This is an optimization exercise on Yosys and OpenROAD, whose aim is small area and a short achievable clock period, not a production implementation. Only simulation tests tie the RTL to the original design; equivalence was not proved. Power figures rest on the tool's default switching activity, not on a simulated workload.

## onyx
==> module ALU_carry, before the edit <==
module ALU_carry (
    input   logic [31:0]    p_i,
    input   logic [31:0]    g_i,
    output  logic [31:0]    c_o
);
    logic [31:0] gl [0:6];
    logic [31:0] pl [0:6];
    always_comb begin
        gl[0] = g_i;
        pl[0] = {p_i[31:1], 1'b0};
        for (int i = 0; i < 32; i++) begin
            if (i & 1) begin
                gl[1][i] = gl[0][i] | (pl[0][i] & gl[0][i-1]);
                pl[1][i] = pl[0][i] & pl[0][i-1];
            end else begin
                gl[1][i] = gl[0][i];
                pl[1][i] = pl[0][i];
            end
        end
        for (int l = 1; l < 5; l++) begin
            for (int i = 0; i < 32; i++) begin
                if ((i & 1) && i >= (1 << l) + 1) begin
                    gl[l+1][i] = gl[l][i] | (pl[l][i] & gl[l][i - (1 << l)]);
                    pl[l+1][i] = pl[l][i] & pl[l][i - (1 << l)];
                end else begin
                    gl[l+1][i] = gl[l][i];
                    pl[l+1][i] = pl[l][i];
                end
            end
        end
        for (int i = 0; i < 32; i++) begin
            if (!(i & 1) && i > 0) begin
                gl[6][i] = gl[5][i] | (pl[5][i] & gl[5][i-1]);
                pl[6][i] = pl[5][i] & pl[5][i-1];
            end else begin
                gl[6][i] = gl[5][i];
                pl[6][i] = pl[5][i];
            end
        end
        c_o = {gl[6][30:0], gl[6][31]};
    end
endmodule
Settings: LEC_CHECK=0, ABC_AREA=1, CAP_MARGIN=20, CORE_MARGIN=2, CORE_UTILIZATION=40, SETUP_SLACK_MARGIN=3.0, SLEW_MARGIN=20, TNS_END_PERCENT=100; clock period 5.0 ns.
standard.sh (not shown) runs the stock make flow with config.mk's settings and CLKGATE_MAP_FILE= SYNTH_SCRIPT=/design/flow/synth_recipe.tcl, a recipe that flattens the netlist after the stock synthesis.
==> flow/flow/run.sh <==
#!/bin/bash
# Standard layout, with plain buffers (instead of the delay cells that
# buffer_ports picks by default) on the input and output ports.
set -euo pipefail
bash standard.sh BUFFER_PORTS_ARGS="-buffer_cell sky130_fd_sc_hd__buf_2" finish > standard_make.log 2>&1
Input changes introduced in indigo (baseline for comparison: onyx):
--- a/flow/design.v
+++ b/flow/design.v
@@ -376,47 +376,29 @@
 endmodule
 module ALU_carry (
     input   logic [31:0]    p_i,
     input   logic [31:0]    g_i,
     output  logic [31:0]    c_o
 );
-    logic [31:0] gl [0:6];
-    logic [31:0] pl [0:6];
+    logic [31:0] gl [0:5];
+    logic [31:0] pl [0:5];
     always_comb begin
         gl[0] = g_i;
         pl[0] = {p_i[31:1], 1'b0};
-        for (int i = 0; i < 32; i++) begin
-            if (i & 1) begin
-                gl[1][i] = gl[0][i] | (pl[0][i] & gl[0][i-1]);
-                pl[1][i] = pl[0][i] & pl[0][i-1];
-            end else begin
-                gl[1][i] = gl[0][i];
-                pl[1][i] = pl[0][i];
-            end
-        end
-        for (int l = 1; l < 5; l++) begin
+        for (int l = 0; l < 5; l++) begin
             for (int i = 0; i < 32; i++) begin
-                if ((i & 1) && i >= (1 << l) + 1) begin
-                    gl[l+1][i] = gl[l][i] | (pl[l][i] & gl[l][i - (1 << l)]);
-                    pl[l+1][i] = pl[l][i] & pl[l][i - (1 << l)];
+                if ((i >> l) & 1) begin
+                    gl[l+1][i] = gl[l][i] | (pl[l][i] & gl[l][((i >> l) << l) - 1]);
+                    pl[l+1][i] = pl[l][i] & pl[l][((i >> l) << l) - 1];
                 end else begin
                     gl[l+1][i] = gl[l][i];
                     pl[l+1][i] = pl[l][i];
                 end
             end
         end
-        for (int i = 0; i < 32; i++) begin
-            if (!(i & 1) && i > 0) begin
-                gl[6][i] = gl[5][i] | (pl[5][i] & gl[5][i-1]);
-                pl[6][i] = pl[5][i] & pl[5][i-1];
-            end else begin
-                gl[6][i] = gl[5][i];
-                pl[6][i] = pl[5][i];
-            end
-        end
-        c_o = {gl[6][30:0], gl[6][31]};
+        c_o = {gl[5][30:0], gl[5][31]};
     end
 endmodule
 module ALU_shift (
     input   logic [31:0]    a_i,
     input   logic [4:0]     amt_i,
     input   logic           fill_i,
Results
indigo finished all stages; the layout is clean.
Looking at via count across both flows, indigo is the stronger of the two, with onyx trailing.
Starting utilization of the core area: indigo vs onyx down 0.15 points
Of indigo and onyx, the lower final cell count belongs to indigo.
Between indigo and onyx, data arrival time of the critical path is higher for indigo, onyx comes in under that.
Comparing indigo and onyx, the lower worst hold margin was measured on onyx.
Going from onyx to indigo, post-synthesis share of cell area spent on and, or, nand and nor gates shrinks by 0.48 points.
indigo reports a lower power density normalized to cell area than onyx does.
Going from onyx to indigo, power share of the clock group shrinks by 0.7 points.
Re routed wire length on met2: onyx was higher than indigo.
Between onyx and indigo, fraction of the cycle the final worst path needs decreased.
Going from onyx to indigo, post-CTS setup repair buffer count grows by 2.

## static timing again, ports no longer ideal
How much do the figures lean on ideal ports? The routed layouts below were timed once more, with nothing changed but the port constraints. Step 1, drivers: a clkbuf_16 drives clk and a buf_2 each remaining input, both assumed. Step 2 moves the port delays by t, midway between the first and last clock arrival at a register: inputs arrive t later, outputs are due t later. That takes back most of the time a late clock gives input paths. Three values: no drivers, after step 1, after step 2; two values: the first two.
run | t, ns | setup WS [ns] | hold WS [ns] | worst data-port slew with drivers (ns)
onyx | 0.411 | 2.999 / 3.031 / 2.619 | 0.524 / 0.524 / 0.524 | 0.03
indigo | 0.403 | 3.025 / 3.036 / 2.633 | 0.614 / 0.614 / 0.614 | 0.06
After both steps every run listed still meets setup and hold. The setup slack of indigo, which loses most, moves by +0.011 ns with the drivers and by -0.392 ns with both steps.
